From an optimization exercise on the open Yosys and OpenROAD flow, aimed at small area, a short achievable clock period and few clock cycles per item; shortcuts taken in it are not production practice.
Function was checked by simulation only, so behaviour that the tests miss may differ from the original.
Power figures rest on the tool's default switching activity, not on a simulated workload.

<file path="flow/design.v">
module alu_adder (
    input  wire [31:0] a,
    input  wire [31:0] b,
    output wire [31:0] s
);
    assign s = a + b;
endmodule
module alu_integer (
    input  wire [ 1:0] sec,
    input  wire [ 3:0] op,
    input  wire [31:0] a,
    input  wire [31:0] b,
    input  wire [31:0] add,
    input  wire [31:0] md_res,
    input  wire        dz,
    output wire [31:0] result
);
    function [31:0] rev32;
        input [31:0] x;
        integer k;
        for (k = 0; k < 32; k = k + 1) rev32[k] = x[31-k];
    endfunction
    wire [32:0] sub = {1'b0, a} - {1'b0, b};
    wire        ltu = sub[32];
    wire        lt  = (a[31] ^ b[31]) ? a[31] : sub[31];
    wire [31:0] sh_in  = op[2] ? a : rev32(a);
    wire [32:0] sh_ext = $signed({op[3] & a[31], sh_in}) >>> b[4:0];
    wire [31:0] sh_out = sh_ext[31:0];
    wire s_int = sec == 2'd0;
    wire s_md  = sec == 2'd1;
    wire s_zc  = sec == 2'd2;
    wire e_add  = s_int & (op == 4'b0000);
    wire e_sub  = s_int & (op == 4'b1000);
    wire e_sll  = s_int & (op == 4'b0001);
    wire e_slt  = s_int & (op == 4'b0010);
    wire e_sltu = s_int & (op == 4'b0011);
    wire e_xor  = s_int & (op == 4'b0100);
    wire e_sr   = s_int & (op[2:0] == 3'b101);
    wire e_or   = s_int & (op == 4'b0110);
    wire e_and  = s_int & (op == 4'b0111);
    wire e_zc   = s_zc & op[2] & op[0] & (op[1] ? dz : ~dz);
    assign result = ({32{e_add}} & add)
                  | ({32{e_sub}} & sub[31:0])
                  | ({32{e_sll}} & rev32(sh_out))
                  | ({32{e_sr}}  & sh_out)
                  | {31'd0, (e_slt & lt) | (e_sltu & ltu)}
                  | ({32{e_xor}} & (a ^ b))
                  | ({32{e_or}}  & (a | b))
                  | ({32{e_and}} & (a & b))
                  | ({32{e_zc}}  & a)
                  | ({32{s_md}}  & md_res);
endmodule
module alu (
    input wire clk_i,
    input wire rst_i,
    input wire [3:0] alu_op_i,
    input wire [1:0] alu_section_i,
    input wire [31:0] alu_num1_i,
    input wire [31:0] alu_num2_i,
    output wire [31:0] alu_result_o,
    output wire [31:0] alu_add_result_o,
    input wire alu_valid_i,
    output wire alu_busy_o
);
    wire [ 3:0] op = alu_op_i;
    wire [31:0] a  = alu_num1_i;
    wire [31:0] b  = alu_num2_i;
    function [31:0] neg32;
        input [31:0] x;
        reg [31:0] t;
        begin
            t = x;
            t = t | (t << 1);
            t = t | (t << 2);
            t = t | (t << 4);
            t = t | (t << 8);
            t = t | (t << 16);
            neg32 = x ^ {t[30:0], 1'b0};
        end
    endfunction
    alu_adder adder (.a(a), .b(b), .s(alu_add_result_o));
    localparam S_IDLE = 2'd0, S_RUN = 2'd1, S_DONE = 2'd2;
    reg [1:0]  state;
    reg [3:0]  cnt;
    reg [63:0] p;
    reg [31:0] breg;        
    reg        bsgn;        
    reg        neg_res;
    reg        hi;          
    reg        mswap;       
    reg        msgn;        
    reg [2:0]  nbits;       
    wire start  = alu_valid_i && alu_section_i == 2'b01;
    wire is_div = op[2];
    wire idle   = state == S_IDLE;
    wire az     = a == 32'd0;
    wire dz     = b == 32'd0;
    wire sg    = ~op[0];                
    wire neg_n = sg & a[31];
    wire neg_d = sg & b[31];
    wire        qzero, qz_fast;
    wire [3:0]  dch;
    wire [31:0] nabs, rem_init, quo_init;
    wire [2:0]  first_bits;
    integer c;
    function [31:0] ds_smear_lo;
        input [31:0] x;
        reg [31:0] t;
        begin
            t = x;
            t = t | (t << 1);
            t = t | (t << 2);
            t = t | (t << 4);
            t = t | (t << 8);
            t = t | (t << 16);
            ds_smear_lo = t;
        end
    endfunction
    wire [31:0] ds_lo_or = ds_smear_lo(a);
    assign nabs = neg_n ? (a ^ {ds_lo_or[30:0], 1'b0}) : a;
    wire [31:0] ds_xd = neg_d ? ~b : b;
    function [31:0] ds_smear;              
        input [31:0] x;
        reg [31:0] t;
        begin
            t = x;
            t = t | (t >> 1);
            t = t | (t >> 2);
            t = t | (t >> 4);
            t = t | (t >> 8);
            t = t | (t >> 16);
            ds_smear = t;
        end
    endfunction
    wire [31:0] ds_xn = neg_n ? ~a : a;
    wire [31:0] ds_tn = ds_smear(ds_xn);
    wire [31:0] ds_td = ds_smear(ds_xd);
    assign qz_fast = |(ds_td & ~{ds_tn[30:0], 1'b1});
    function [5:0] ds_msb3;                
        input [31:0] x;
        reg [32:0] v;
        reg [10:0] g, t, h;
        reg [2:0]  bits;
        integer j;
        begin
            v = {1'b0, x};
            for (j = 0; j < 11; j = j + 1) g[j] = |v[3*j +: 3];
            t = g;
            t = t | (t >> 1);
            t = t | (t >> 2);
            t = t | (t >> 4);
            t = t | (t >> 8);
            h = t & ~{1'b0, t[10:1]};
            ds_msb3[5:2] = 4'd0;
            bits = 3'd0;
            for (j = 0; j < 11; j = j + 1) begin
                if (h[j]) ds_msb3[5:2] = ds_msb3[5:2] | j;
                bits = bits | ({3{h[j]}} & v[3*j +: 3]);
            end
            ds_msb3[1:0] = bits[2] ? 2'd2 : bits[1] ? 2'd1 : 2'd0;
        end
    endfunction
    wire [5:0] ds_mn = ds_msb3(nabs);
    wire [5:0] ds_md = ds_msb3(ds_xd);
    wire [4:0] ds_dch_s = {1'b0, ds_mn[5:2]} - {1'b0, ds_md[5:2]} - {4'd0, ds_mn[1:0] < ds_md[1:0]};
    assign qzero = ds_dch_s[4] | ~(|nabs);
    assign dch   = ds_dch_s[3:0];
    wire [31:0] ds_sh1 = dch[0] ? {3'd0, nabs[31:3]} : nabs;
    wire [31:0] ds_sh2 = dch[1] ? {6'd0, ds_sh1[31:6]} : ds_sh1;
    wire [31:0] ds_sh3 = dch[2] ? {12'd0, ds_sh2[31:12]} : ds_sh2;
    wire [31:0] ds_sh4 = dch[3] ? {24'd0, ds_sh3[31:24]} : ds_sh3;
    assign rem_init   = {3'd0, ds_sh4[31:3]};
    assign first_bits = ds_sh4[2:0];
    reg [31:0] ds_qmask;
    always @(*)
        for (c = 0; c < 32; c = c + 1) ds_qmask[c] = (c / 3) <= dch;
    assign quo_init = nabs & ds_qmask;
    reg [10:0] chunk_en;
    always @(*)
        for (c = 0; c < 11; c = c + 1) chunk_en[c] = cnt == c;
    wire [32:0] q_pad = {1'b0, p[31:0]};
    reg  [2:0]  nbits_next;             
    always @(*) begin
        nbits_next = 3'd0;
        for (c = 1; c < 11; c = c + 1)
            nbits_next = nbits_next | ({3{chunk_en[c]}} & q_pad[3*(c-1) +: 3]);
    end
    wire [31:0] rem_next;
    wire [2:0]  qbits;
    wire [33:0] dv_dop = {2'b11, breg};
    wire        dv_cin = ~bsgn;
    reg [31:0] dv_r;
    reg [33:0] dv_s;
    reg [3-1:0] dv_q;
    integer dv_j;
    always @(*) begin
        dv_r = p[63:32];
        for (dv_j = 3 - 1; dv_j >= 0; dv_j = dv_j - 1) begin
            dv_s = {1'b0, dv_r, nbits[dv_j]} + dv_dop + dv_cin;
            dv_q[dv_j] = ~dv_s[33];
            dv_r = dv_s[33] ? {dv_r[30:0], nbits[dv_j]} : dv_s[31:0];
        end
    end
    assign rem_next = dv_r;
    assign qbits = dv_q;
    reg [32:0] quo_next;
    always @(*)
        for (c = 0; c < 11; c = c + 1)
            quo_next[3*c +: 3] = chunk_en[c] ? qbits : q_pad[3*c +: 3];
    wire sa = ~(op[1] & op[0]);         
    wire sb = ~op[1];                   
    wire ea = sa & a[31];
    wire eb = sb & b[31];
    function [2:0] mul_groups;
        input [31:0] x;
        input        e;
        reg [33:0] v;
        begin
            v = {e, x, 1'b0};
            if      ((&v[33:0])  | ~(|v[33:0]))  mul_groups = 3'd0;
            else if ((&v[33:8])  | ~(|v[33:8]))  mul_groups = 3'd1;
            else if ((&v[33:16]) | ~(|v[33:16])) mul_groups = 3'd2;
            else if ((&v[33:24]) | ~(|v[33:24])) mul_groups = 3'd3;
            else if ((&v[33:32]) | ~(|v[33:32])) mul_groups = 3'd4;
            else                                  mul_groups = 3'd5;
        end
    endfunction
    wire [2:0] ga = mul_groups(a, ea);
    wire [2:0] gb = mul_groups(b, eb);
    wire swap_now = ga < gb;
    wire [2:0] ngroups = swap_now ? ga : gb;
    wire [41:0] mx = {{9{bsgn}}, breg, 1'b0};
    reg  [8:0]  win;
    always @(*)
        case (cnt[2:0])
            3'd0: win = mx[8:0];
            3'd1: win = mx[16:8];
            3'd2: win = mx[24:16];
            3'd3: win = mx[32:24];
            default: win = mx[40:32];
        endcase
    wire [63:0] mul_next;
    wire [32:0] m_a = {msgn, mswap ? b : a};
    function [34:0] m_booth_pp;   
        input [32:0] aa;
        input [2:0]  bb;
        reg one, two, neg;
        reg [34:0] m;
        begin
            one = bb[1] ^ bb[0];
            two = (bb[2] & ~bb[1] & ~bb[0]) | (~bb[2] & bb[1] & bb[0]);
            neg = bb[2];
            m = one ? {{2{aa[32]}}, aa} : two ? {aa[32], aa, 1'b0} : 35'd0;
            m_booth_pp = neg ? ~m : m;
        end
    endfunction
    wire [34:0] m_pp0 = m_booth_pp(m_a, win[2:0]);
    wire [34:0] m_pp1 = m_booth_pp(m_a, win[4:2]);
    wire [34:0] m_pp2 = m_booth_pp(m_a, win[6:4]);
    wire [34:0] m_pp3 = m_booth_pp(m_a, win[8:6]);
    wire [34:0] m_f0 = {~m_pp0[34], m_pp0[33:0]};
    wire [34:0] m_f1 = {~m_pp1[34], m_pp1[33:0]};
    wire [34:0] m_f2 = {~m_pp2[34], m_pp2[33:0]};
    wire [34:0] m_f3 = {~m_pp3[34], m_pp3[33:0]};
    wire [63:0] m_r0 = {p[55:0], 1'b0, win[8], 6'd0};
    wire [63:0] m_r1 = {29'd0, m_f0};
    wire [63:0] m_r2 = {27'd0, m_f1, 1'b0, win[2]};
    wire [63:0] m_r3 = {25'd0, m_f2, 1'b0, win[4], 2'd0};
    wire [63:0] m_r4 = {23'd0, m_f3, 1'b0, win[6], 4'd0};
    wire [63:0] m_r5 = 64'hfffffeac00000000;
    wire [63:0] m_s1a = m_r0 ^ m_r1 ^ m_r2;
    wire [63:0] m_c1a = {((m_r0 & m_r1) | (m_r0 & m_r2) | (m_r1 & m_r2)), 1'b0};
    wire [63:0] m_s1b = m_r3 ^ m_r4 ^ m_r5;
    wire [63:0] m_c1b = {((m_r3 & m_r4) | (m_r3 & m_r5) | (m_r4 & m_r5)), 1'b0};
    wire [63:0] m_s2  = m_s1a ^ m_c1a ^ m_s1b;
    wire [63:0] m_c2  = {((m_s1a & m_c1a) | (m_s1a & m_s1b) | (m_c1a & m_s1b)), 1'b0};
    wire [63:0] m_s3  = m_s2 ^ m_c2 ^ m_c1b;
    wire [63:0] m_c3  = {((m_s2 & m_c2) | (m_s2 & m_c1b) | (m_c2 & m_c1b)), 1'b0};
    assign mul_next = m_s3 + m_c3;
    reg        cvalid;
    reg        csg;
    reg [31:0] ca;
    wire hit = is_div & cvalid & (csg == sg) & (ca == a) & ((bsgn ? breg : ~breg) == b);
    wire early = is_div ? (dz | qz_fast | hit) : (az | dz);    
    wire fin1  = is_div & qzero;                
    always @(posedge clk_i)
        if (rst_i) begin
            state  <= S_IDLE;
            cvalid <= 1'b0;
        end else case (state)
            S_IDLE: if (start && !hit) begin
                if (!early) state <= fin1 ? S_DONE : S_RUN;
                cvalid <= is_div & ~early;
            end
            S_RUN:  if (cnt == 4'd0) state <= S_DONE;
            default: state <= S_IDLE;
        endcase
    always @(posedge clk_i)
        case (state)
            S_IDLE: if (start && !hit) begin
                if (is_div) begin
                    cnt     <= dch;
                    nbits   <= first_bits;
                    breg    <= neg_d ? b : ~b;    
                    bsgn    <= neg_d;
                    neg_res <= op[1] ? neg_n : (neg_n ^ neg_d);
                    hi      <= op[1];
                    ca      <= a;
                    csg     <= sg;
                    p       <= qzero ? {nabs, 32'd0} : {rem_init, quo_init};
                end else begin
                    cnt     <= {1'b0, ngroups} - 4'd1;
                    breg    <= swap_now ? a : b;
                    bsgn    <= swap_now ? ea : eb;
                    mswap   <= swap_now;
                    msgn    <= swap_now ? eb : ea;
                    neg_res <= 1'b0;
                    hi      <= op[1] | op[0];
                    p       <= 64'd0;
                end
            end
            S_RUN: begin
                cnt <= cnt - 4'd1;
                nbits <= nbits_next;
                p   <= is_div ? {rem_next, quo_next[31:0]} : mul_next;
            end
            default: ;
        endcase
    wire        sel_hi = idle ? op[1] : hi;
    wire        sel_neg = idle ? (op[1] ? neg_n : (neg_n ^ neg_d)) : neg_res;
    wire [31:0] md_raw = sel_hi ? p[63:32] : p[31:0];
    wire [31:0] md_run = sel_neg ? neg32(md_raw) : md_raw;
    wire [31:0] md_early = is_div ? (op[1] ? a : {32{dz}}) : 32'd0;
    wire [31:0] md_res = (idle & ~hit) ? md_early : md_run;
    assign alu_busy_o = idle ? (start & ~early) : (state != S_DONE);
    alu_integer integer_unit (
        .sec   (alu_section_i),
        .op    (op),
        .a     (a),
        .b     (b),
        .add   (alu_add_result_o),
        .md_res(md_res),
        .dz    (dz),
        .result(alu_result_o)
    );
endmodule
</file>
<file path="flow/flow/run.sh">
#!/bin/bash
# Layout: the standard flow (standard.sh), with two changes:
#  * the buffers that the flow puts on every input and output port are buf_4
#    cells instead of the default choice, the slow delay cell clkdlybuf4s50_1;
#  * the buffers that synthesis (abc) inserted are removed at floorplan
#    (REMOVE_ABC_BUFFERS), so that placement-aware repair buffers the nets.
# The full output of the flow goes to standard_flow.log in the work folder;
# ORFS's own per-step logs are under orfs/logs/.
set -euo pipefail
cd "$(dirname "$0")/.."
export BUFFER_PORTS_ARGS="-buffer_cell sky130_fd_sc_hd__buf_4"
export REMOVE_ABC_BUFFERS=1
bash standard.sh > standard_flow.log 2>&1
</file>
<file path="flow/standard.sh">
#!/bin/bash
# synth_recipe.tcl (not shown) runs the flow's synth.tcl, then flattens the netlist and writes it again
# the make line also repeats each setting of config.mk as NAME=value (left out here)
make -C /OpenROAD-flow-scripts/flow DESIGN_CONFIG=/design/flow/config.mk WORK_HOME=/design/flow/orfs CLKGATE_MAP_FILE= SYNTH_SCRIPT=/design/flow/synth_recipe.tcl "${@:-finish}"
</file>
<file path="flow/config.mk">
export PLATFORM = sky130hd
export DESIGN_NAME = alu
export DESIGN_NICKNAME = alu
export VERILOG_FILES = /design/flow/design.v
export SDC_FILE = /design/flow/constraint.sdc
export NUM_CORES = 4
export LEC_CHECK = 0
export CAP_MARGIN = 20
export CORE_MARGIN = 2
export CORE_UTILIZATION = 50
export GPL_TIMING_DRIVEN = 0
export SETUP_SLACK_MARGIN = 1.2
export SLEW_MARGIN = 20
</file>
<file path="flow/constraint.sdc">
create_clock -name core_clock -period 11.0 [get_ports {clk_i}]
set_input_delay 2.2000 -clock core_clock [delete_from_list [all_inputs] [get_ports {clk_i}]]
set_output_delay 2.2000 -clock core_clock [all_outputs]
set_load 0.01 [all_outputs]
</file>
==> impl_results.md, run 1 <==
* Input/output buffers at 137
* Number of slew-limit violations in the final report at 0
* Post-route DRC violation count at 0
* Type of the setup path with the least slack: in2out
* LEAKAGE at 0.0171 uW
* Number of top-level pins at 138
* Total global routing overflow at 0
* Number of flip-flops and latches in the synthesized netlist at 144
* Async SR Flop Fraction at 0
* Vias in the first global route at 39,400
* Iteration-0 DRC count of the detailed router at 5,123
* HPWL after detailed placement at 145,000 um
* Worst Clk Skew at 14.1 ps
* Critical Path Fanout Max at 20
* Clock root cell: sky130_fd_sc_hd__clkbuf_16
* Arrival time reported for the critical path endpoint at 7540 ps
* Critical path launch point type: input port
* Worst supply voltage drop on vdd at 498 uV
* Maximum clock frequency at 103 MHz
* Clock Path Buffers at 2
* Fraction of layout cells with a size suffix above 1 at 0.117
* Total negative slack at 0 ps
* Maximum number of pins on one net before global-route repair at 118
* Drt first pass iters at 7
* Run status: finished clean
* Endpoints failing hold at 0
* Die height at 280 um
* H-tree lvl count at 4
* Number of placement rows at 101
* TritonCTS sink count at 144
* Syn_area_per_cell at 7.49 sq um
* Placeable core area at 0.0757 sq mm
* GP Congestion at 1.08
* Slew at the pin closest to its max-slew limit at 1370 ps
* Wire length of the first global-routing pass at 274,000 um
* Number of enable flip-flop cells after synthesis at 141
* Final Cell Area at 0.0415 sq mm
* Per-cell via count in the routed design at 7.12
* Die footprint at 0.0785 sq mm
* Portion of the clock cycle consumed by the worst path in the final layout at 0.886
* Yosys top cell area share at 0.111
* Biggest area contributors in the synthesized netlist: sky130_fd_sc_hd__ha_1, sky130_fd_sc_hd__edfxtp_1, sky130_fd_sc_hd__xnor2_1, sky130_fd_sc_hd__a21oi_1, sky130_fd_sc_hd__fa_1
* Aggregate global-route resource usage at 0.476
* Tmin final at 9740 ps
* Quantity of hold-fixing buffers added after cts at 0
* Later-pin clock latency in the skew report at 500 ps
* Final std cells w/o fill at 5,984
* Worst rel slew slack at 0.0794
* Drt total wl at 193,000 um
* Placed instance area at 0.0399 sq mm
* Library cells used by synthesis at 107
* Minimum setup slack in the final design at 1260 ps
* Area overhead of the layout relative to synthesis at 8.75%
* Cell type with the highest aggregate area in the netlist: sky130_fd_sc_hd__ha_1
* Worst setup EP type: primary output
* Ys flop type: sky130_fd_sc_hd__edfxtp_1
* Cts bufs inserted at 17
* # nets final at 5,510
* Post-synthesis instance area at 0.0381 sq mm
* Hold crit path type: reg2reg
* Average wire length per cell after detail routing at 32.3 um
* Filler cells at 7,503
* Worst setup slack after placement at -3320 ps
* Clk slew on worst S/H paths at 60 ps
* Clock tree from TritonCTS: yes
* Routed via count at 42,600
* Required @ worst endpoint at 8800 ps
* Cell total after placement at 5,882
* Setup violators final at 0
* Maximum Capacitance Violations at 0
* Number of warnings printed during yosys synthesis at 2
* Sequential fraction of the synthesis area at 0.113
* PwrDens at 280 mW/mm^2
* Setup repair after global routing missed its margin: false
* Width of the die at 280 um
* Remaining antenna violation count at 0
* Number of antenna violations at the first check in global routing at 9
* Effective utilization at floorplan at 0.504
* Number of instances in the synthesized netlist at 5,089
synth_stat cells, types with 141 or more instances:
master,number
sky130_fd_sc_hd__nand2_1,387
sky130_fd_sc_hd__o21ai_0,316
sky130_fd_sc_hd__o22ai_1,178
sky130_fd_sc_hd__a21oi_1,455
sky130_fd_sc_hd__xnor2_1,314
sky130_fd_sc_hd__clkbuf_1,290
sky130_fd_sc_hd__xor2_1,170
sky130_fd_sc_hd__ha_1,339
sky130_fd_sc_hd__edfxtp_1,141
sky130_fd_sc_hd__inv_1,357
sky130_fd_sc_hd__mux2i_1,160
sky130_fd_sc_hd__nor2_1,395
kinds of logic after synthesis:
| group | Yosys count | share of synthesized area |
|---|---|---|
| xor gates and xnor gates | 485 | 0.112 |
| AOI/OAI and AO/OA | 1696 | 0.290 |
| DFF | 144 | 0.113 |
| and+or+nand+nor | 1332 | 0.166 |
| adders and majority gates | 449 | 0.168 |
| muxes | 244 | 0.0768 |
| buffers and inverters | 739 | 0.0746 |
layer usage:
metal | track usage | up-vias | part of all wire | wire (um)
met3 | 0.121 | 850 | 0.12 | 22800
met4 | 0.394 | 6 | 0.10 | 19900
li1 | - | 18500 | - | -
met2 | 0.704 | 3040 | 0.41 | 79400
met1 | 0.582 | 20200 | 0.37 | 71000
met5 | 0 | - | 0.00020 | 38
report_power, final:
part / internal [uW] / switching, uW
Combinational: 3740 / 6530
Clock: 318 / 295
Sequential: 661 / 74.4
Total: 4720 / 6900
repair_timing:
item / 4_1_cts / 5_1_grt
pin swaps: 8 / 9
setup buffers: 30 / 33
gates cloned: 2 / 1
gates resized for setup: 48 / 48
endpoints found under the setup margin: 51 / 46
state kept, by name, indices dropped and copies added, names as in the netlist:
| name | flops |
|---|---|
| nbits | 3 |
| msgn | 1 |
| hi | 1 |
| cnt | 4 |
| state | 2 |
| ca | 32 |
| cvalid | 1 |
| csg | 1 |
| bsgn | 1 |
| neg_res | 1 |
| p | 64 |
| mswap | 1 |
| breg | 32 |
worst max-delay path: stages:
cell and delay [ps]:
sky130_fd_sc_hd__buf_4 360, sky130_fd_sc_hd__inv_1 290, sky130_fd_sc_hd__ha_1 530, sky130_fd_sc_hd__or3_1 430, sky130_fd_sc_hd__o41ai_2 450, sky130_fd_sc_hd__or4_1 220, sky130_fd_sc_hd__a31o_2 210, sky130_fd_sc_hd__a31oi_2 140
sky130_fd_sc_hd__o41ai_2 390, sky130_fd_sc_hd__nor2_1 100, sky130_fd_sc_hd__o41ai_2 310, sky130_fd_sc_hd__fa_1 260, sky130_fd_sc_hd__mux2i_1 70, sky130_fd_sc_hd__a2bb2oi_1 190, sky130_fd_sc_hd__nor3b_1 70, sky130_fd_sc_hd__a21oi_1 130
sky130_fd_sc_hd__nor2_1 60, sky130_fd_sc_hd__a221oi_1 220, sky130_fd_sc_hd__o211ai_1 180, sky130_fd_sc_hd__or3b_2 530, sky130_fd_sc_hd__buf_4 160
path summary, 6_finish.rpt:
check,start,end,slack [ps],depth (start not counted)
setup / recovery,alu_num1_i[9],alu_result_o[0],1260,21
hold / removal,cvalid$_SDFFE_PP0P_,cvalid$_SDFFE_PP0P_,520,2
setup reg to reg,breg[8]$_DFFE_PP_,p[38]$_DFFE_PP_,1350,37
hold reg to reg,cvalid$_SDFFE_PP0P_,cvalid$_SDFFE_PP0P_,520,2
layout by cell type, fill, tap and decap left out, drive strengths merged, types with 170 or more instances in the layout:
| cell | n |
|---|---|
| xnor2 | 315 |
| nand2 | 389 |
| xor2 | 170 |
| a21oi | 456 |
| buf | 250 |
| o22ai | 179 |
| inv | 363 |
| ha | 339 |
| o21ai | 334 |
| nor2 | 395 |
cell type report:
class,count,area [sq um],share of cell area
multi-input combinational,4207,31700,0.764
clock inverter,15,150,0.00362
tap,978,1220,0.0295
antenna,3,7.51,0.000181
timing repair buffer,252,2270,0.0546
inverter,366,1410,0.0341
sequential,144,4290,0.104
clock buffer,17,425,0.0103
timing repair inverter,2,10.0,0.000241
stage by stage:
step | util | hold slack [ps] | total power, uW
4_1_cts | 0.541 | 527 | 11300
6_report | 0.548 | 521 | 11600
3_3_place_gp | 0.514 | 500 | 10400
2_1_floorplan | - | 460 | 7450
5_1_grt | 0.548 | 537 | 12400
3_5_place_dp | 0.527 | 512 | 10500
Testbench counts, summed over its fixed seeds: cycles 39,917, ops 16,000.
==> run 2: changes to the inputs <==
--- a/flow/config.mk
+++ b/flow/config.mk
@@ -10,4 +10,4 @@
 export CORE_UTILIZATION = 50
 export GPL_TIMING_DRIVEN = 0
-export SETUP_SLACK_MARGIN = 1.2
+export SETUP_SLACK_MARGIN = 1.8
 export SLEW_MARGIN = 20
==> run 2 against run 1 <==
Critical path depth unchanged. Non-clock buffer count up 53. Utilization up 1.6 points. Global-route usage up 0.27 points. Power up 2.0%. Clock skew up 4.5 ps. Final cell count up 1.0%. Worst hold slack better by 3.5 ps. Register-to-register slack better by 480 ps. Synthesized cell count unchanged. Sequential power about the same. Highest routed layer is now met4.
==> impl_results.md, run 2 <==
* Most common library cells after synthesis: sky130_fd_sc_hd__a21oi_1, sky130_fd_sc_hd__nor2_1, sky130_fd_sc_hd__nand2_1
* Seq pwr share at 0.062
* Async SR Flop Fraction at 0
* Most common library cell in the layout ignoring fill and taps: sky130_fd_sc_hd__a21oi_1
* Maximum Capacitance Violations at 0
* Library cells used by synthesis at 107
* Post-route DRC violation count at 0
* Type of the setup path with the least slack: in2out
* Worst supply voltage drop on vdd at 509 uV
* Register containing the most flip-flops in the final layout: p
* Number of placement rows at 101
* Syn_area_per_cell at 7.49 sq um
* Worst path max stage delay at 520 ps
* Iteration-0 DRC count of the detailed router at 5,580
* HPWL after detailed placement at 145,000 um
* Biggest area contributors in the synthesized netlist: sky130_fd_sc_hd__ha_1, sky130_fd_sc_hd__edfxtp_1, sky130_fd_sc_hd__xnor2_1, sky130_fd_sc_hd__a21oi_1, sky130_fd_sc_hd__fa_1
* Maximum number of pins on one net before global-route repair at 118
* Most repeated cell in the gate-level netlist after synthesis: sky130_fd_sc_hd__a21oi_1
* Aggregate global-route resource usage at 0.479
* Sequential fraction of the synthesis area at 0.113
* Internal at 4880 uW
* Number of enable flip-flop cells after synthesis at 141
* Setup violators final at 0
* Area overhead of the layout relative to synthesis at 11.8%
* Clock root cell: sky130_fd_sc_hd__clkbuf_16
* Largest regs: p (64), breg (32), ca (32)
* Minimum setup slack in the final design at 1660 ps
* Number of top-level pins at 138
* Input/output buffers at 137
* Max reg flops at 64
* Number of slew-limit violations in the final report at 0
* Maximum clock frequency at 107 MHz
* Critical path launch point type: input port
* Cell type with the highest aggregate area in the netlist: sky130_fd_sc_hd__ha_1
* Width of the die at 280 um
* Endpoints failing hold at 0
* Later-pin clock latency in the skew report at 510 ps
* Switch share at 0.589
* Fraction of layout cells with a size suffix above 1 at 0.139
* Switching power at 6980 uW
* Setup repair after global routing missed its margin: true
* Wire length of the first global-routing pass at 275,000 um
* Yosys top cell area share at 0.111
* Critical Path Fanout Max at 20
* Remaining antenna violation count at 0
* Tmin final at 9340 ps
* Number of warnings printed during yosys synthesis at 2
* Worst Clk Skew at 18.5 ps
* Clock tree from TritonCTS: yes
* Cts bufs inserted at 17
* Filler cells at 7,397
* GP Congestion at 1.08
* Total negative slack at 0 ps
* Arrival time reported for the critical path endpoint at 7140 ps
* Clock Path Buffers at 2
* LEAKAGE at 0.0175 uW
* Drt total wl at 195,000 um
* Ys flop type: sky130_fd_sc_hd__edfxtp_1
* Clk slew on worst S/H paths at 60 ps
* Average wire length per cell after detail routing at 32.3 um
* Cells along the critical path: buf_6, inv_1, ha_2, or3_1, o41ai_4, or4_1, a31o_2, a31oi_4, o41ai_4, nor2_1, o41ai_2, fa_1, mux2i_1, a2bb2oi_1, nor3b_1, a21oi_1, nor2_1, a221oi_1, o211ai_1, or3b_2, buf_4
* Run status: finished clean
* # nets final at 5,566
* Gate power share at 0.886
* TritonCTS sink count at 144
* Slowest cell on crit path: sky130_fd_sc_hd__or3b_2
* Quantity of hold-fixing buffers added after cts at 0
* Placed instance area at 0.0399 sq mm
* Worst setup slack after placement at -3320 ps
* Worst setup EP type: primary output
* Commonest non-fill, non-tap cells in the layout: sky130_fd_sc_hd__a21oi_1, sky130_fd_sc_hd__nor2_1, sky130_fd_sc_hd__nand2_1
* Die height at 280 um
* Number of antenna violations at the first check in global routing at 10
* Vias in the first global route at 39,700
* Effective utilization at floorplan at 0.504
* H-tree lvl count at 4
* Clock network power share at 0.052
* Number of instances in the synthesized netlist at 5,089
* Post-synthesis instance area at 0.0381 sq mm
* Portion of the clock cycle consumed by the worst path in the final layout at 0.849
* Required @ worst endpoint at 8800 ps
* Per-cell via count in the routed design at 7.13
* Drt first pass iters at 8
* Hold crit path type: reg2reg
* Total global routing overflow at 0
* Routed via count at 43,100
* Placeable core area at 0.0757 sq mm
* PwrDens at 278 mW/mm^2
* Final Cell Area at 0.0427 sq mm
* Worst rel slew slack at 0.117
* Slew at the pin closest to its max-slew limit at 1310 ps
* Die footprint at 0.0785 sq mm
* Number of flip-flops and latches in the synthesized netlist at 144
[run 2: cell counts after synthesis]
Identical to the previous run, type by type.
[run 2: per-stage QoR]
step	util	power [uW]	cells	hold slack, ps
2_1_floorplan	-	7450	4716	460
3_3_place_gp	0.514	10400	5831	500
3_5_place_dp	0.527	10500	5882	512
4_1_cts	0.549	11400	5971	527
5_1_grt	0.563	12700	6037	537
6_report	0.563	11900	6044	525
[run 2: worst paths after layout]
kind / from / end / slack, ps / depth (start not counted)
hold reg to reg: cvalid$_SDFFE_PP0P_ / cvalid$_SDFFE_PP0P_ / 520 / 2
setup reg to reg: bsgn$_DFFE_PP_ / p[46]$_DFFE_PP_ / 1830 / 36
hold / removal: cvalid$_SDFFE_PP0P_ / cvalid$_SDFFE_PP0P_ / 520 / 2
setup / recovery: alu_num1_i[10] / alu_result_o[0] / 1660 / 21
[run 2: power by group through the flow]
stage / combinational (uW) / clock (uW) / sequential (uW)
2_1_floorplan: 6750 / 0 / 700
3_3_place_gp: 9630 / 0 / 751
3_5_place_dp: 9760 / 0 / 748
4_1_cts: 10000 / 611 / 731
5_1_grt: 11300 / 629 / 730
6_report: 10500 / 616 / 734
[run 2: worst max-delay path: cells and delay by family]
| kind | cells | cell delay, ps |
|---|---|---|
| buffers and inverters | 3 | 650 |
| muxes | 1 | 70 |
| AOI/OAI and AO/OA | 9 | 2100 |
| adders and majority gates | 2 | 670 |
| and+or+nand+nor | 6 | 1410 |
[run 2: layer usage]
layer,share of wire,vias to the layer above,global-route usage
met4,0.10,0,0.401
met1,0.37,20400,0.588
met3,0.11,910,0.116
li1,-,18600,-
met5,0,-,0
met2,0.41,3121,0.708
[run 2: repair_timing]
action	in CTS	in global routing
setup buffers	54	60
pin swaps	16	20
endpoints found under the setup margin	79	55
cloned	3	4
resized for setup	138	90
[run 2: cells by family after synthesis]
group / Yosys count / synth area share
buffers and inverters: 739 / 0.0746
adders and majority gates: 449 / 0.168
and+or+nand+nor: 1332 / 0.166
muxes: 244 / 0.0768
DFF: 144 / 0.113
AOI/OAI and AO/OA: 1696 / 0.290
xor gates and xnor gates: 485 / 0.112
[run 2: layout make-up]
cell class                      instances  area (sq um)  area share
Clock inverter                         15           150     0.00352
Timing Repair inverter                  2          10.0    0.000235
Sequential cell                       144          4290       0.101
Tap cell                              978          1220      0.0287
Antenna cell                            7          17.5    0.000411
Clock buffer                           17           425     0.00997
Timing Repair Buffer                  305          2870      0.0673
Multi-Input combinational cell       4210         32200       0.755
Inverter                              366          1460      0.0341
==> run 3: changes to the inputs <==
--- a/flow/config.mk
+++ b/flow/config.mk
@@ -10,4 +10,4 @@
 export CORE_UTILIZATION = 50
 export GPL_TIMING_DRIVEN = 0
-export SETUP_SLACK_MARGIN = 1.8
+export SETUP_SLACK_MARGIN = 2.6
 export SLEW_MARGIN = 20
==> run 3 against run 2 <==
Sequential cell count stayed put. Maximum frequency grew 4.5%. Via count up 3.8%. Power is 7.6% higher. Largest power group unchanged. Synthesized cell count unchanged. Die area unchanged. Register-to-register slack better by 230 ps. Combinational power is 9% higher. Clock power shrank 1%. Final area is 8.0% higher. Final cell count up 2.7%.
==> impl_results.md, run 3 <==
* Most common library cell in the layout ignoring fill and taps: sky130_fd_sc_hd__a21oi_1
* Later-pin clock latency in the skew report at 500 ps
* Fraction of layout cells with a size suffix above 1 at 0.196
* Critical Path Fanout Max at 7
* Worst reg2reg setup slack at 2060 ps
* Setup repair after global routing missed its margin: true
* Per-cell via count in the routed design at 7.20
* Syn_area_per_cell at 7.49 sq um
* Multiplexer share of the synthesized area at 0.0768
* Required @ worst endpoint at 11,240 ps
* Area overhead of the layout relative to synthesis at 20.8%
* Commonest non-fill, non-tap cells in the layout: sky130_fd_sc_hd__a21oi_1, sky130_fd_sc_hd__nor2_1, sky130_fd_sc_hd__nand2_1
* Critical path launch point type: register
* Die height at 280 um
* Adder-cell share of the synthesized area at 0.168
* Remaining antenna violation count at 0
* Startpoint of the most critical register-to-register path: bsgn$_DFFE_PP_
* Async SR Flop Fraction at 0
* Tmin final at 8940 ps
* Clock tree from TritonCTS: yes
* Number of slew-limit violations in the final report at 0
* Largest regs: p (64), breg (32), ca (32)
* Worst setup EP type: register
* Slowest cell on crit path: sky130_fd_sc_hd__edfxtp_1
* Number of enable flip-flop cells after synthesis at 141
* GP Congestion at 1.08
* Minimum setup slack in the final design at 2060 ps
* Iteration-0 DRC count of the detailed router at 6,898
* Maximum Capacitance Violations at 0
* Worst supply voltage drop on vdd at 519 uV
* Number of warnings printed during yosys synthesis at 2
* Cell type with the highest aggregate area in the netlist: sky130_fd_sc_hd__ha_1
* Simple-gate area share of the yosys netlist at 0.166
* Routed via count at 44,700
* Share of the synthesized area in compound gates (AO/OA/AOI/OAI) at 0.290
* Critical R2R Capture: p[50]$_DFFE_PP_
* Effective utilization at floorplan at 0.504
* Slew at the pin closest to its max-slew limit at 1300 ps
* Maximum number of pins on one net before global-route repair at 103
* Hold crit path type: reg2reg
* LEAKAGE at 0.0188 uW
* Library cells used by synthesis at 107
* Most common library cells after synthesis: sky130_fd_sc_hd__a21oi_1, sky130_fd_sc_hd__nor2_1, sky130_fd_sc_hd__nand2_1
* Hold path startpoint: cvalid$_SDFFE_PP0P_
* Total negative slack at 0 ps
* Run status: finished clean
* Ys flop type: sky130_fd_sc_hd__edfxtp_1
* Wire length of the first global-routing pass at 289,000 um
* Number of instances in the synthesized netlist at 5,089
* H-tree lvl count at 4
* Number of flip-flops and latches in the synthesized netlist at 144
* Die footprint at 0.0785 sq mm
* Cts bufs inserted at 17
* Worst rel slew slack at 0.129
* Synthesized-area fraction occupied by xor and xnor cells at 0.112
* Worst Clk Skew at 15.5 ps
* Worst setup slack after placement at -3320 ps
* Maximum clock frequency at 112 MHz
* Arrival time reported for the critical path endpoint at 9180 ps
* Yosys top cell area share at 0.111
* Clock Path Buffers at 2
* Endpoints failing hold at 0
* HPWL after detailed placement at 145,000 um
* Vias in the first global route at 41,300
* Setup violators final at 0
* Worst Hold Path Cells at 2
* Number of antenna violations at the first check in global routing at 7
* Drt first pass iters at 8
* Post-synthesis instance area at 0.0381 sq mm
* Clk slew on worst S/H paths at 70 ps
* Number of placement rows at 101
* End of the worst hold path: cvalid$_SDFFE_PP0P_
* Type of the setup path with the least slack: reg2reg
* TritonCTS sink count at 144
* Max reg flops at 64
* Drt total wl at 206,000 um
* Average wire length per cell after detail routing at 33.3 um
* Placeable core area at 0.0757 sq mm
* Most repeated cell in the gate-level netlist after synthesis: sky130_fd_sc_hd__a21oi_1
* Filler cells at 6,956
* PwrDens at 277 mW/mm^2
* Dominant combinational cell family by area after synthesis: compound AO/OA/AOI/OAI gates
* Sequential fraction of the synthesis area at 0.113
* Biggest area contributors in the synthesized netlist: sky130_fd_sc_hd__ha_1, sky130_fd_sc_hd__edfxtp_1, sky130_fd_sc_hd__xnor2_1, sky130_fd_sc_hd__a21oi_1, sky130_fd_sc_hd__fa_1
* Post-route DRC violation count at 0
* Number of cells on the worst reg-to-reg path at 40
* Portion of the clock cycle consumed by the worst path in the final layout at 0.812
* Width of the die at 280 um
* Total global routing overflow at 0
* Input/output buffers at 137
* Worst path max stage delay at 440 ps
* Clock root cell: sky130_fd_sc_hd__clkbuf_16
* # nets final at 5,735
* Aggregate global-route resource usage at 0.506
* Number of top-level pins at 138
* Register containing the most flip-flops in the final layout: p
-- run 3: final cells by class --
type,instances,area (sq um),area share
Multi-Input combinational cell,4211,33500,0.727
Timing Repair Buffer,471,4940,0.107
Sequential cell,144,4290,0.0932
Inverter,366,1520,0.0331
Tap cell,978,1220,0.0266
Clock buffer,17,425,0.00923
Clock inverter,15,150,0.00326
Timing Repair inverter,4,27.5,0.000597
Antenna cell,4,10.0,0.000217
-- run 3: timing repair --
action,4_1_cts,5_1_grt
hold buffers,0,0
hold endpoints to repair,0,0
gates resized for setup,434,158
setup endpoints to repair,108,64
cloned,20,1
setup buffers,173,96
pin swaps,72,65
-- run 3: worst max path at each step --
stage	from	endpoint	slack, ps	depth (start not counted)
2_1_floorplan	bsgn$_DFFE_PP_	p[40]$_DFFE_PP_	320	31
3_3_place_gp	bsgn$_DFFE_PP_	p[0]$_DFFE_PP_	-5070	31
3_5_place_dp	bsgn$_DFFE_PP_	p[27]$_DFFE_PP_	-3320	33
4_1_cts	alu_num2_i[1]	p[59]$_DFFE_PP_	2270	22
5_1_grt	bsgn$_DFFE_PP_	p[50]$_DFFE_PP_	1940	41
6_report	bsgn$_DFFE_PP_	p[50]$_DFFE_PP_	2060	40
-- run 3: worst max-delay path, delay by kind of cell, from the launching register on --
family,cells,cell delay [ps]
compound gates,16,3510
fa+ha+maj,3,990
buf+inv,9,1480
mux,2,710
simple gates,10,1510
flops,1,440
-- run 3: stage by stage --
stage               utilization  std cells  area (sq um)  hold slack [ps]  total power (uW)
floorplan                     -       4716         36700              460              7450
global placement          0.514       5831         38900              500             10400
detailed placement        0.527       5882         39900              512             10500
CTS                       0.588       6107         44500              527             12000
global route              0.609       6206         46100              536             13500
finish                    0.609       6210         46100              525             12800
-- run 3: cells by family after synthesis --
family	after synthesis
flops	144
fa+ha+maj	449
xor+xnor	485
compound gates	1696
buf+inv	739
simple gates	1332
mux	244
-- run 3: power breakdown --
part | internal, uW | total, uW | switching (uW)
Sequential | 661 | 734 | 73.3
Clock | 318 | 610 | 292
Combinational | 4390 | 11400 | 7040
Total | 5360 | 12800 | 7400
-- run 3: metal layers --
layer / part of all wire / GRT usage / up-vias
met3: 0.13 / 0.137 / 1051
met2: 0.41 / 0.735 / 3446
met4: 0.11 / 0.450 / 2
met5: 0.000097 / 0 / -
li1: - / - / 19000
met1: 0.36 / 0.610 / 21200
==> run 4: changes to the inputs <==
--- a/flow/config.mk
+++ b/flow/config.mk
@@ -8,6 +8,6 @@
 export CAP_MARGIN = 20
 export CORE_MARGIN = 2
-export CORE_UTILIZATION = 50
+export CORE_UTILIZATION = 60
 export GPL_TIMING_DRIVEN = 0
-export SETUP_SLACK_MARGIN = 2.6
+export SETUP_SLACK_MARGIN = 2.0
 export SLEW_MARGIN = 20
==> run 4 against run 3 <==
Utilization rose by 8.1 points. Still clean. Via count rose by 1.6%. Power fell by 4.8%. Highest routed layer unchanged. Critical path type unchanged. Largest cell class unchanged.
==> impl_results.md, run 4 <==
* Setup repair after global routing missed its margin: true
* Average wire length per cell after detail routing at 33.4 um
* Fraction of the core area covered by cells at the end of the flow at 0.690
* Number of placement rows at 92
* PwrDens at 280 mW/mm^2
* Maximum Capacitance Violations at 0
* Number of cells on the worst reg-to-reg path at 38
* GP Congestion at 1.11
* Worst Clk Skew at 26.3 ps
* Placeable core area at 0.0630 sq mm
* Minimum setup slack in the final design at 1680 ps
* Final Cell Area at 0.0434 sq mm
* Critical path launch point type: register
* Wire length of the first global-routing pass at 283,000 um
* Critical Path Fanout Max at 12
* Routed via count at 45,400
* Total global routing overflow at 0
* Required @ worst endpoint at 11,230 ps
* Fraction of layout cells with a size suffix above 1 at 0.152
* Critical R2R Capture: p[49]$_DFFE_PP_
* Per-cell via count in the routed design at 7.64
* WHS at 633 ps
* # nets final at 5,591
* Effective utilization at floorplan at 0.606
* Hold crit path type: reg2reg
* Syn_area_per_cell at 7.49 sq um
* Number of flip-flops and latches in the synthesized netlist at 144
* TritonCTS sink count at 144
* Endpoint of the worst setup timing path: p[49]$_DFFE_PP_
* Sequential cell area at 0.00429 sq mm
* Area overhead of the layout relative to synthesis at 13.9%
* Remaining antenna violation count at 0
* Endpoints failing hold at 0
* Cell type with the highest aggregate area in the netlist: sky130_fd_sc_hd__ha_1
* Worst supply voltage drop on vdd at 448 uV
* Iteration-0 DRC count of the detailed router at 9,015
* Number of warnings printed during yosys synthesis at 2
* Vias in the first global route at 42,000
* Tmin final at 9320 ps
* Clock network power share at 0.052
* Number of instances in the synthesized netlist at 5,089
* Number of antenna violations at the first check in global routing at 12
* Clk slew on worst S/H paths at 90 ps
* Worst path max stage delay at 700 ps
* Setup violators final at 0
* Type of the setup path with the least slack: reg2reg
* Library cells used by synthesis at 107
* Most common library cell in the layout ignoring fill and taps: sky130_fd_sc_hd__a21oi_1
* Launching element of the worst setup path: breg[3]$_DFFE_PP_
* Die height at 256 um
* Yosys top cell area share at 0.111
* Gate power share at 0.888
* Number of slew-limit violations in the final report at 0
* Die footprint at 0.0656 sq mm
* Internal at 5020 uW
* Switching power at 7130 uW
* Register containing the most flip-flops in the final layout: p
* Most repeated cell in the gate-level netlist after synthesis: sky130_fd_sc_hd__a21oi_1
* Largest regs: p (64), breg (32), ca (32)
* Clock tree from TritonCTS: yes
* Sequential fraction of the synthesis area at 0.113
* Most frequent cell on the critical path: sky130_fd_sc_hd__buf_4
* Portion of the clock cycle consumed by the worst path in the final layout at 0.847
* Biggest area contributors in the synthesized netlist: sky130_fd_sc_hd__ha_1, sky130_fd_sc_hd__edfxtp_1, sky130_fd_sc_hd__xnor2_1, sky130_fd_sc_hd__a21oi_1, sky130_fd_sc_hd__fa_1
* Input/output buffers at 137
* Filler cells at 5,175
* Post-route DRC violation count at 0
* Max reg flops at 64
* Later-pin clock latency in the skew report at 530 ps
* Worst setup slack after placement at -3170 ps
* Arrival time reported for the critical path endpoint at 9550 ps
* Most common library cells after synthesis: sky130_fd_sc_hd__a21oi_1, sky130_fd_sc_hd__nor2_1, sky130_fd_sc_hd__nand2_1
* Ys flop type: sky130_fd_sc_hd__edfxtp_1
* Clock root cell: sky130_fd_sc_hd__clkbuf_16
* Commonest non-fill, non-tap cells in the layout: sky130_fd_sc_hd__a21oi_1, sky130_fd_sc_hd__nor2_1, sky130_fd_sc_hd__nand2_1
* Final std cells w/o fill at 5,943
* Aggregate global-route resource usage at 0.581
* Cts bufs inserted at 17
* Worst setup EP type: register
* HPWL after detailed placement at 140,000 um
* Placed instance area at 0.0397 sq mm
* Startpoint of the most critical register-to-register path: breg[3]$_DFFE_PP_
* H-tree lvl count at 4
* Slowest cell on crit path: sky130_fd_sc_hd__mux2i_1
* Run status: finished clean
* Area of the multi-input gates at 0.0326 sq mm
* Worst reg2reg setup slack at 1680 ps
* Seq pwr share at 0.060
* Slew at the pin closest to its max-slew limit at 1390 ps
* LEAKAGE at 0.0177 uW
* Number of top-level pins at 138
* Width of the die at 256 um
* Drt total wl at 198,000 um
* Worst rel slew slack at 0.0708
* Drt first pass iters at 12
* Clock Path Buffers at 2
* Post-synthesis instance area at 0.0381 sq mm
* Maximum number of pins on one net before global-route repair at 118
* Switch share at 0.587
* Maximum clock frequency at 107 MHz
* Number of enable flip-flop cells after synthesis at 141
* Cell total after placement at 5,745
* Async SR Flop Fraction at 0
[run 4: cell counts after synthesis]
Identical to the previous run, type by type.
[run 4: stage by stage]
step | setup TNS [ps] | total power (uW)
floorplan | 0 | 7450
global placement | -239610 | 10000
detailed placement | -120730 | 10300
CTS | 0 | 11300
global route | 0 | 12800
finish | 0 | 12100
[run 4: worst min-delay path by stage]
| stage | endpoint | slack (ps) | start | depth (start not counted) |
|---|---|---|---|---|
| 4_1_cts | cvalid$_SDFFE_PP0P_ | 620 | cvalid$_SDFFE_PP0P_ | 2 |
| 5_1_grt | cvalid$_SDFFE_PP0P_ | 660 | cvalid$_SDFFE_PP0P_ | 2 |
| 3_5_place_dp | cvalid$_SDFFE_PP0P_ | 600 | cvalid$_SDFFE_PP0P_ | 2 |
| 2_1_floorplan | cvalid$_SDFFE_PP0P_ | 460 | cvalid$_SDFFE_PP0P_ | 2 |
| 6_report | cvalid$_SDFFE_PP0P_ | 630 | cvalid$_SDFFE_PP0P_ | 2 |
| 3_3_place_gp | state[1]$_SDFFE_PP0P_ | 580 | state[1]$_SDFFE_PP0P_ | 1 |
[run 4: area by class of cell]
type | instances | share of cell area
Multi-Input combinational cell | 4210 | 0.751
Tap cell | 846 | 0.0244
Antenna cell | 13 | 0.000749
Clock buffer | 17 | 0.00980
Timing Repair inverter | 3 | 0.000432
Clock inverter | 15 | 0.00363
Inverter | 366 | 0.0348
Timing Repair Buffer | 329 | 0.0767
Sequential cell | 144 | 0.0989
[run 4: kinds of logic (layout without fill, tap and decap cells)]
logic type / count (synthesis) / in the layout / share of synthesized area
and+or+nand+nor: 1332 / 1335 / 0.166
buffers and inverters: 739 / 730 / 0.0746
adders and majority gates: 449 / 449 / 0.168
xor gates and xnor gates: 485 / 485 / 0.112
other: 0 / 13 / 0
muxes: 244 / 244 / 0.0768
AOI/OAI and AO/OA: 1696 / 1697 / 0.290
DFF: 144 / 144 / 0.113
[run 4: power by group through the flow]
| stage | clock [uW] | combinational [uW] | sequential (uW) |
|---|---|---|---|
| after CTS | 618 | 9980 | 724 |
| after global placement | 0 | 9310 | 745 |
| after detailed placement | 0 | 9560 | 742 |
| after floorplan | 0 | 6750 | 700 |
| after global routing | 640 | 11400 | 728 |
| final | 631 | 10800 | 734 |
[run 4: metal layers]
layer,up-vias,routed length [um],global-route usage
met5,-,213,0.00512
met4,10,24400,0.514
met3,1545,32200,0.257
met2,4363,78000,0.828
met1,20800,63400,0.656
li1,18700,-,-
[run 4: repair_timing]
item / in CTS / in global routing
resized for setup: 231 / 102
cloned: 11 / 0
setup buffers: 91 / 47
hold buffers: 0 / 0
pin swaps: 36 / 36
setup endpoints to repair: 83 / 78
[run 4: critical path: cells and delay by family, from the launching register on]
| family | cells | cell delay, ps |
|---|---|---|
| and+or+nand+nor | 11 | 2060 |
| adders and majority gates | 3 | 1100 |
| muxes | 3 | 1420 |
| DFF | 1 | 550 |
| AOI/OAI and AO/OA | 13 | 2480 |
| buffers and inverters | 8 | 1340 |
==> run 5: changes to the inputs <==
--- a/flow/config.mk
+++ b/flow/config.mk
@@ -8,5 +8,5 @@
 export CAP_MARGIN = 20
 export CORE_MARGIN = 2
-export CORE_UTILIZATION = 60
+export CORE_UTILIZATION = 45
 export GPL_TIMING_DRIVEN = 0
 export SETUP_SLACK_MARGIN = 2.0
==> run 5 against run 4 <==
Maximum frequency increased by 0.10%. Count of clock-buffer cells in the layout increased by 2. Synthesized cell count did not move. Critical path type is now in2out. Critical endpoint is now alu_result_o[0].
==> impl_results.md, run 5 <==
* Biggest area contributors in the synthesized netlist: sky130_fd_sc_hd__ha_1, sky130_fd_sc_hd__edfxtp_1, sky130_fd_sc_hd__xnor2_1, sky130_fd_sc_hd__a21oi_1, sky130_fd_sc_hd__fa_1
* Worst supply voltage drop on vdd at 341 uV
* Clock root cell: sky130_fd_sc_hd__clkbuf_16
* Slew at the pin closest to its max-slew limit at 1250 ps
* Setup violators final at 0
* # nets final at 5,621
* Critical Path Fanout Max at 19
* Remaining antenna violation count at 0
* Switch share at 0.577
* Critical path's top delay family: compound AO/OA/AOI/OAI gates
* Yosys top cell area share at 0.111
* Width of the die at 295 um
* Number of enable flip-flop cells after synthesis at 141
* Sequential fraction of the synthesis area at 0.113
* Post-synthesis instance area at 0.0381 sq mm
* Quantity of hold-fixing buffers added after cts at 0
* Routed via count at 43,200
* Worst Clk Skew at 18.1 ps
* Register containing the most flip-flops in the final layout: p
* Die height at 295 um
* Number of flip-flops and latches in the synthesized netlist at 144
* H-tree lvl count at 4
* Aggregate global-route resource usage at 0.446
* Commonest non-fill, non-tap cells in the layout: sky130_fd_sc_hd__a21oi_1, sky130_fd_sc_hd__nor2_1, sky130_fd_sc_hd__nand2_1
* Endpoints failing hold at 0
* Setup repair after global routing missed its margin: true
* Maximum Capacitance Violations at 0
* WP buf/inv at 3
* Hold crit path type: reg2reg
* Clk slew on worst S/H paths at 70 ps
* Number of antenna violations at the first check in global routing at 11
* Input/output buffers at 137
* Portion of the clock cycle consumed by the worst path in the final layout at 0.846
* Effective utilization at floorplan at 0.455
* Placeable core area at 0.0838 sq mm
* Drt total wl at 200,000 um
* Highest routed layer: met5
* Max reg flops at 64
* Fraction of layout cells with a size suffix above 1 at 0.158
* Worst setup EP type: primary output
* Most common library cell in the layout ignoring fill and taps: sky130_fd_sc_hd__a21oi_1
* Switching power at 6850 uW
* Die footprint at 0.0871 sq mm
* Slowest cell on crit path: sky130_fd_sc_hd__or3b_4
* Critical path launch point type: input port
* Drt first pass iters at 10
* Largest regs: p (64), breg (32), ca (32)
* Per-cell via count in the routed design at 6.91
* Arrival time reported for the critical path endpoint at 7110 ps
* Clock network power share at 0.053
* Number of instances in the synthesized netlist at 5,089
* Placed instance area at 0.0403 sq mm
* Worst setup slack after placement at -2910 ps
* Ys flop type: sky130_fd_sc_hd__edfxtp_1
* Gate power share at 0.885
* Worst reg2reg setup slack at 2150 ps
* Average wire length per cell after detail routing at 32.0 um
* Iteration-0 DRC count of the detailed router at 5,816
* LEAKAGE at 0.0180 uW
* Later-pin clock latency in the skew report at 500 ps
* Cell type with the highest aggregate area in the netlist: sky130_fd_sc_hd__ha_1
* Number of placement rows at 106
* Cts bufs inserted at 17
* Internal at 5020 uW
* Maximum number of pins on one net before global-route repair at 118
* TritonCTS sink count at 144
* GP Congestion at 1.07
* Worst path max stage delay at 530 ps
* Library cells used by synthesis at 107
* Run status: finished clean
* Number of warnings printed during yosys synthesis at 2
* Wire length of the first global-routing pass at 283,000 um
* Met1 Wirelength at 74,100 um
* Tmin final at 9310 ps
* Cells along the critical path: buf_4, inv_1, ha_2, o41ai_4, or4_4, a31o_4, a31oi_4, o41ai_4, nor2_1, o41ai_2, fa_2, mux2i_1, a2bb2oi_2, nor3b_1, a21oi_1, nor2_1, a221oi_2, o211ai_1, or3b_4, buf_6
* WHS at 574 ps
* Area overhead of the layout relative to synthesis at 16.0%
* Clock tree from TritonCTS: yes
* Most common library cells after synthesis: sky130_fd_sc_hd__a21oi_1, sky130_fd_sc_hd__nor2_1, sky130_fd_sc_hd__nand2_1
* Clock Path Buffers at 2
* Number of top-level pins at 138
* Total global routing overflow at 0
* Async SR Flop Fraction at 0
* Minimum setup slack in the final design at 1690 ps
* Routed length on met2 at 83,600 um
* Maximum clock frequency at 107 MHz
* Number of slew-limit violations in the final report at 0
* Syn_area_per_cell at 7.49 sq um
* HPWL after detailed placement at 145,000 um
* Post-route DRC violation count at 0
* Vias in the first global route at 40,200
* Required @ worst endpoint at 8800 ps
* Most repeated cell in the gate-level netlist after synthesis: sky130_fd_sc_hd__a21oi_1
* Type of the setup path with the least slack: in2out
* Worst rel slew slack at 0.163
* Seq pwr share at 0.062
* Final Cell Area at 0.0442 sq mm
* PwrDens at 268 mW/mm^2
* Met3 WL post-DR at 22,600 um
-- run 5: cell counts after synthesis --
Identical to the previous run, type by type.
-- run 5: area by class of cell --
type | count | area [sq um]
diodes | 7 | 17.5
clock buffers | 19 | 433
clock inverters | 11 | 143
fillers | 8165 | 39600
inverters | 366 | 1500
multi-input cells | 4210 | 32600
flip-flops and latches | 144 | 4290
well taps | 1134 | 1420
repair buffers | 358 | 3780
repair inverters | 4 | 27.5
-- run 5: kinds of logic (layout without fill, tap and decap cells) --
logic type | after synthesis | after routing | synth area share
adders and majority gates | 449 | 449 | 0.168
and+or+nand+nor | 1332 | 1336 | 0.166
other | 0 | 7 | 0
AOI/OAI and AO/OA | 1696 | 1696 | 0.290
DFF | 144 | 144 | 0.113
buffers and inverters | 739 | 758 | 0.0746
muxes | 244 | 244 | 0.0768
xor gates and xnor gates | 485 | 485 | 0.112
-- run 5: through the flow --
step / utilization / instances / total power [uW] / TNS [ps]
after floorplan: - / 4716 / 7450 / 0
after global placement: 0.467 / 5987 / 10300 / -287540
after detailed placement: 0.481 / 6047 / 10400 / -103150
after CTS: 0.512 / 6180 / 11400 / 0
after global routing: 0.527 / 6246 / 12700 / 0
final: 0.528 / 6253 / 11900 / 0
-- run 5: per-layer routing --
layer | up-vias | global-route usage
met5 | - | 0
li1 | 18800 | -
met2 | 3007 | 0.667
met4 | 16 | 0.364
met3 | 816 | 0.103
met1 | 20600 | 0.548
-- run 5: power by group through the flow --
| stage | logic [uW] | clock network, uW | registers [uW] |
|---|---|---|---|
| 2_1_floorplan | 6750 | 0 | 700 |
| 3_3_place_gp | 9540 | 0 | 752 |
| 3_5_place_dp | 9660 | 0 | 748 |
| 4_1_cts | 10100 | 623 | 729 |
| 5_1_grt | 11300 | 637 | 731 |
| 6_report | 10500 | 625 | 735 |
-- run 5: final timing paths --
kind / from / endpoint / cells after the start
worst min-delay path: cvalid$_SDFFE_PP0P_ / cvalid$_SDFFE_PP0P_ / 2
worst min register to register: cvalid$_SDFFE_PP0P_ / cvalid$_SDFFE_PP0P_ / 2
worst max register to register: breg[6]$_DFFE_PP_ / p[57]$_DFFE_PP_ / 33
worst max-delay path: alu_num1_i[7] / alu_result_o[0] / 20
-- run 5: worst reg2reg max path: cells and delay by family, from the launching register on --
family          cells  cell delay (ps)
flops               1              570
xor+xnor            1              100
buf+inv             3              390
simple gates        7              940
mux                 1              280
compound gates     18             5260
fa+ha+maj           3             1050
-- run 5: timing repair --
action | 4_1_cts | 5_1_grt
resized for setup | 222 | 139
setup buffers | 88 | 65
cloned | 15 | 0
endpoints found under the setup margin | 84 | 55
endpoints found under the hold margin | 0 | 0
pin swaps | 45 | 53
==> run 6: changes to the inputs <==
--- a/flow/config.mk
+++ b/flow/config.mk
@@ -8,6 +8,6 @@
 export CAP_MARGIN = 20
 export CORE_MARGIN = 2
-export CORE_UTILIZATION = 45
+export CORE_UTILIZATION = 55
 export GPL_TIMING_DRIVEN = 0
-export SETUP_SLACK_MARGIN = 2.0
+export SETUP_SLACK_MARGIN = 1.6
 export SLEW_MARGIN = 20
==> run 6 against run 5 <==
Via count grew 1.7%. Largest power group unchanged. Sequential power shrank 0.8%. Worst hold slack gained 47 ps. Critical path depth grew 1. First-iteration DRC count grew 13%. Count of clock-buffer cells in the layout shrank 2. Clock power grew 2%. Critical path type is now in2reg. Area after synthesis is the same. Global-route usage grew 7.8 points. Critical endpoint is now p[47]$_DFFE_PP_. Final area shrank 4.2%.
==> impl_results.md, run 6 <==
* Run status: finished clean
* Clk slew on worst S/H paths at 80 ps
* Number of instances in the synthesized netlist at 5,089
* Critical R2R Capture: p[44]$_DFFE_PP_
* Placeable core area at 0.0686 sq mm
* Register containing the most flip-flops in the final layout: p
* Portion of the clock cycle consumed by the worst path in the final layout at 0.851
* Worst rel slew slack at 0.119
* Area overhead of the layout relative to synthesis at 11.1%
* Launching element of the worst setup path: alu_num2_i[31]
* Slew at the pin closest to its max-slew limit at 1310 ps
* Later-pin clock latency in the skew report at 510 ps
* Most common library cell in the layout ignoring fill and taps: sky130_fd_sc_hd__a21oi_1
* Quantity of hold-fixing buffers added after cts at 0
* Startpoint of the most critical register-to-register path: breg[6]$_DFFE_PP_
* Critical Path Fanout Max at 24
* Adder-cell share of the synthesized area at 0.168
* Die footprint at 0.0715 sq mm
* H-tree lvl count at 4
* Arrival time reported for the critical path endpoint at 9590 ps
* Maximum Capacitance Violations at 0
* Drt first pass iters at 8
* Per-cell via count in the routed design at 7.35
* Worst reg2reg setup slack at 1790 ps
* Clock tree from TritonCTS: yes
* Number of enable flip-flop cells after synthesis at 141
* Number of slew-limit violations in the final report at 0
* Max reg flops at 64
* Commonest non-fill, non-tap cells in the layout: sky130_fd_sc_hd__a21oi_1, sky130_fd_sc_hd__nor2_1, sky130_fd_sc_hd__nand2_1
* Final std cells w/o fill at 5,979
* Share of the synthesized area in compound gates (AO/OA/AOI/OAI) at 0.290
* Routed via count at 43,900
* Ys flop type: sky130_fd_sc_hd__edfxtp_1
* Clock Path Buffers at 2
* Sequential fraction of the synthesis area at 0.113
* Library cells used by synthesis at 107
* Post-route DRC violation count at 0
* Multiplexer share of the synthesized area at 0.0768
* Worst setup EP type: register
* Post-synthesis instance area at 0.0381 sq mm
* Total global routing overflow at 0
* LEAKAGE at 0.0173 uW
* Simple-gate area share of the yosys netlist at 0.166
* Filler cells at 6,343
* Endpoint of the worst setup timing path: p[47]$_DFFE_PP_
* Number of cells on the worst reg-to-reg path at 37
* TritonCTS sink count at 144
* Number of flip-flops and latches in the synthesized netlist at 144
* Synthesized-area fraction occupied by xor and xnor cells at 0.112
* Required @ worst endpoint at 11,230 ps
* Iteration-0 DRC count of the detailed router at 6,565
* Biggest area contributors in the synthesized netlist: sky130_fd_sc_hd__ha_1, sky130_fd_sc_hd__edfxtp_1, sky130_fd_sc_hd__xnor2_1, sky130_fd_sc_hd__a21oi_1, sky130_fd_sc_hd__fa_1
* Die height at 267 um
* Average wire length per cell after detail routing at 32.4 um
* Cell type with the highest aggregate area in the netlist: sky130_fd_sc_hd__ha_1
* GP Congestion at 1.10
* Most repeated cell in the gate-level netlist after synthesis: sky130_fd_sc_hd__a21oi_1
* Cts bufs inserted at 17
* Setup violators final at 0
* Most common library cells after synthesis: sky130_fd_sc_hd__a21oi_1, sky130_fd_sc_hd__nor2_1, sky130_fd_sc_hd__nand2_1
* Maximum clock frequency at 107 MHz
* Drt total wl at 194,000 um
* Number of placement rows at 96
* Worst Clk Skew at 19.3 ps
* Effective utilization at floorplan at 0.556
* Number of warnings printed during yosys synthesis at 2
* Critical path launch point type: input port
* Type of the setup path with the least slack: in2reg
* Dominant combinational cell family by area after synthesis: compound AO/OA/AOI/OAI gates
* Width of the die at 267 um
* Fraction of the core area covered by cells at the end of the flow at 0.618
* Hold crit path type: reg2reg
* Remaining antenna violation count at 0
* Clock root cell: sky130_fd_sc_hd__clkbuf_16
* Worst supply voltage drop on vdd at 503 uV
* Aggregate global-route resource usage at 0.524
* Endpoints failing hold at 0
* Cell total after placement at 5,831
* Number of antenna violations at the first check in global routing at 8
* PwrDens at 280 mW/mm^2
* HPWL after detailed placement at 141,000 um
* Vias in the first global route at 40,300
* Largest regs: p (64), breg (32), ca (32)
* Yosys top cell area share at 0.111
* # nets final at 5,548
* Wire length of the first global-routing pass at 273,000 um
* Maximum number of pins on one net before global-route repair at 118
* Worst Hold Path Cells at 2
* Number of top-level pins at 138
* Setup repair after global routing missed its margin: true
* Tmin final at 9370 ps
* Async SR Flop Fraction at 0
* Fraction of layout cells with a size suffix above 1 at 0.134
* Syn_area_per_cell at 7.49 sq um
* Input/output buffers at 137
==> run 6: area by class of cell <==
cell class                      instances  area (sq um)  area share
Antenna cell                            7          17.5    0.000413
Clock buffer                           17           425      0.0100
Clock inverter                         15           160     0.00378
Inverter                              366          1480      0.0348
Multi-Input combinational cell       4209         32100       0.758
Sequential cell                       144          4290       0.101
Tap cell                              931          1160      0.0275
Timing Repair Buffer                  287          2680      0.0632
Timing Repair inverter                  3          21.3    0.000502
==> run 6: what timing repair did <==
| item | in CTS | in global routing |
|---|---|---|
| buffers inserted | 58 | 40 |
| endpoints found under the hold margin | 0 | 0 |
| gates cloned | 3 | 4 |
| resized for setup | 122 | 96 |
| pin swaps | 17 | 24 |
| endpoints found under the setup margin | 67 | 59 |
==> run 6: stage by stage <==
step	hold slack, ps	cell area (sq um)	worst slack [ps]	power (uW)	setup TNS, ps
2_1_floorplan	460	36700	318	7450	0
3_3_place_gp	581	38900	-4490	10200	-236000
3_5_place_dp	583	39800	-3470	10400	-134380
4_1_cts	597	41400	1550	11300	0
5_1_grt	660	42400	1560	12500	0
6_report	620	42400	1630	11900	0
==> run 6: cells by family after synthesis <==
kind of cell               after synthesis
AOI/OAI and AO/OA                     1696
muxes                                  244
and+or+nand+nor                       1332
adders and majority gates              449
buffers and inverters                  739
DFF                                    144
xor gates and xnor gates               485
==> run 6: critical path: stages <==
cell	delay, ps
sky130_fd_sc_hd__buf_4	230
sky130_fd_sc_hd__or4_1	620
sky130_fd_sc_hd__o22ai_2	370
sky130_fd_sc_hd__o21a_1	280
sky130_fd_sc_hd__inv_1	190
sky130_fd_sc_hd__a2111oi_2	950
sky130_fd_sc_hd__nand2_1	330
sky130_fd_sc_hd__o221ai_1	430
sky130_fd_sc_hd__a211oi_1	80
sky130_fd_sc_hd__mux2i_1	360
sky130_fd_sc_hd__o221ai_1	170
sky130_fd_sc_hd__a21oi_1	250
sky130_fd_sc_hd__fa_2	230
sky130_fd_sc_hd__inv_1	70
sky130_fd_sc_hd__fa_2	970
sky130_fd_sc_hd__clkinv_4	380
sky130_fd_sc_hd__mux4_2	550
sky130_fd_sc_hd__a21oi_1	200
sky130_fd_sc_hd__o21ai_0	110
sky130_fd_sc_hd__a31oi_1	420
sky130_fd_sc_hd__o21ai_0	160
==> run 6: report_power, final <==
| part | internal [uW] | leakage, uW | total [uW] | switching, uW |
|---|---|---|---|---|
| sequential | 660 | 0.00133 | 729 | 68.3 |
| combinational | 3870 | 0.0157 | 10500 | 6620 |
| clock | 322 | 0.000284 | 635 | 313 |
| total | 4860 | 0.0173 | 11900 | 7000 |
==> run 6: how the worst min path moves through the flow <==
| stage | from | end | slack, ps |
|---|---|---|---|
| after CTS | cvalid$_SDFFE_PP0P_ | cvalid$_SDFFE_PP0P_ | 600 |
| after floorplan | cvalid$_SDFFE_PP0P_ | cvalid$_SDFFE_PP0P_ | 460 |
| after global routing | cvalid$_SDFFE_PP0P_ | cvalid$_SDFFE_PP0P_ | 660 |
| final | cvalid$_SDFFE_PP0P_ | cvalid$_SDFFE_PP0P_ | 620 |
| after detailed placement | cvalid$_SDFFE_PP0P_ | cvalid$_SDFFE_PP0P_ | 580 |
| after global placement | state[1]$_SDFFE_PP0P_ | state[1]$_SDFFE_PP0P_ | 580 |
==> run 6: routing by layer <==
metal  global-route usage  up-vias  part of all wire
met4                0.448        4              0.11
li1                     -    18600                 -
met2                0.769     3727              0.40
met1                0.618    20500              0.34
met3                0.169     1131              0.14
met5                    0        -           0.00014

-- static timing again, ports no longer ideal --
The results above use ideal ports. As a check the final layouts listed here were re-extracted and re-timed, cells and wires unchanged. Step 1 assumes that a clkbuf_16 drives the clock port and a buf_2 every other input. Step 2 adds t to the input delays and takes it off the output delays; t is the mean of the earliest and latest rising clock arrival at the registers after step 1. Input paths then give back, and output paths get back, about the clock's delay inside the block. Three values: no drivers, after step 1, after step 2; two values: the first two.
| run | t, ns | setup slack, ns | hold slack, ns | worst setup path at the end |
|---|---|---|---|---|
| run 1 | 0.566 | 1.258 / 1.234 / 0.838 | 0.521 / 0.521 / 0.521 | input to register |
| run 2 | 0.566 | 1.664 / 1.627 / 1.365 | 0.525 / 0.525 / 0.525 | input to register |
| run 3 | 0.558 | 2.064 / 1.994 / 1.811 | 0.525 / 0.525 / 0.525 | input to register |
| run 4 | 0.588 | 1.680 / 1.680 / 1.318 | 0.633 / 0.633 / 0.633 | input to register |
| run 5 | 0.565 | 1.690 / 1.502 / 1.502 | 0.574 / 0.574 / 0.574 | input to output |
| run 6 | 0.573 | 1.634 / 1.446 / 1.055 | 0.620 / 0.620 / 0.620 | input to register |
After both steps setup and hold are still met in every run listed. The setup slack of run 6, which loses most, moves by -0.188 ns with the drivers and by -0.579 ns with both steps.
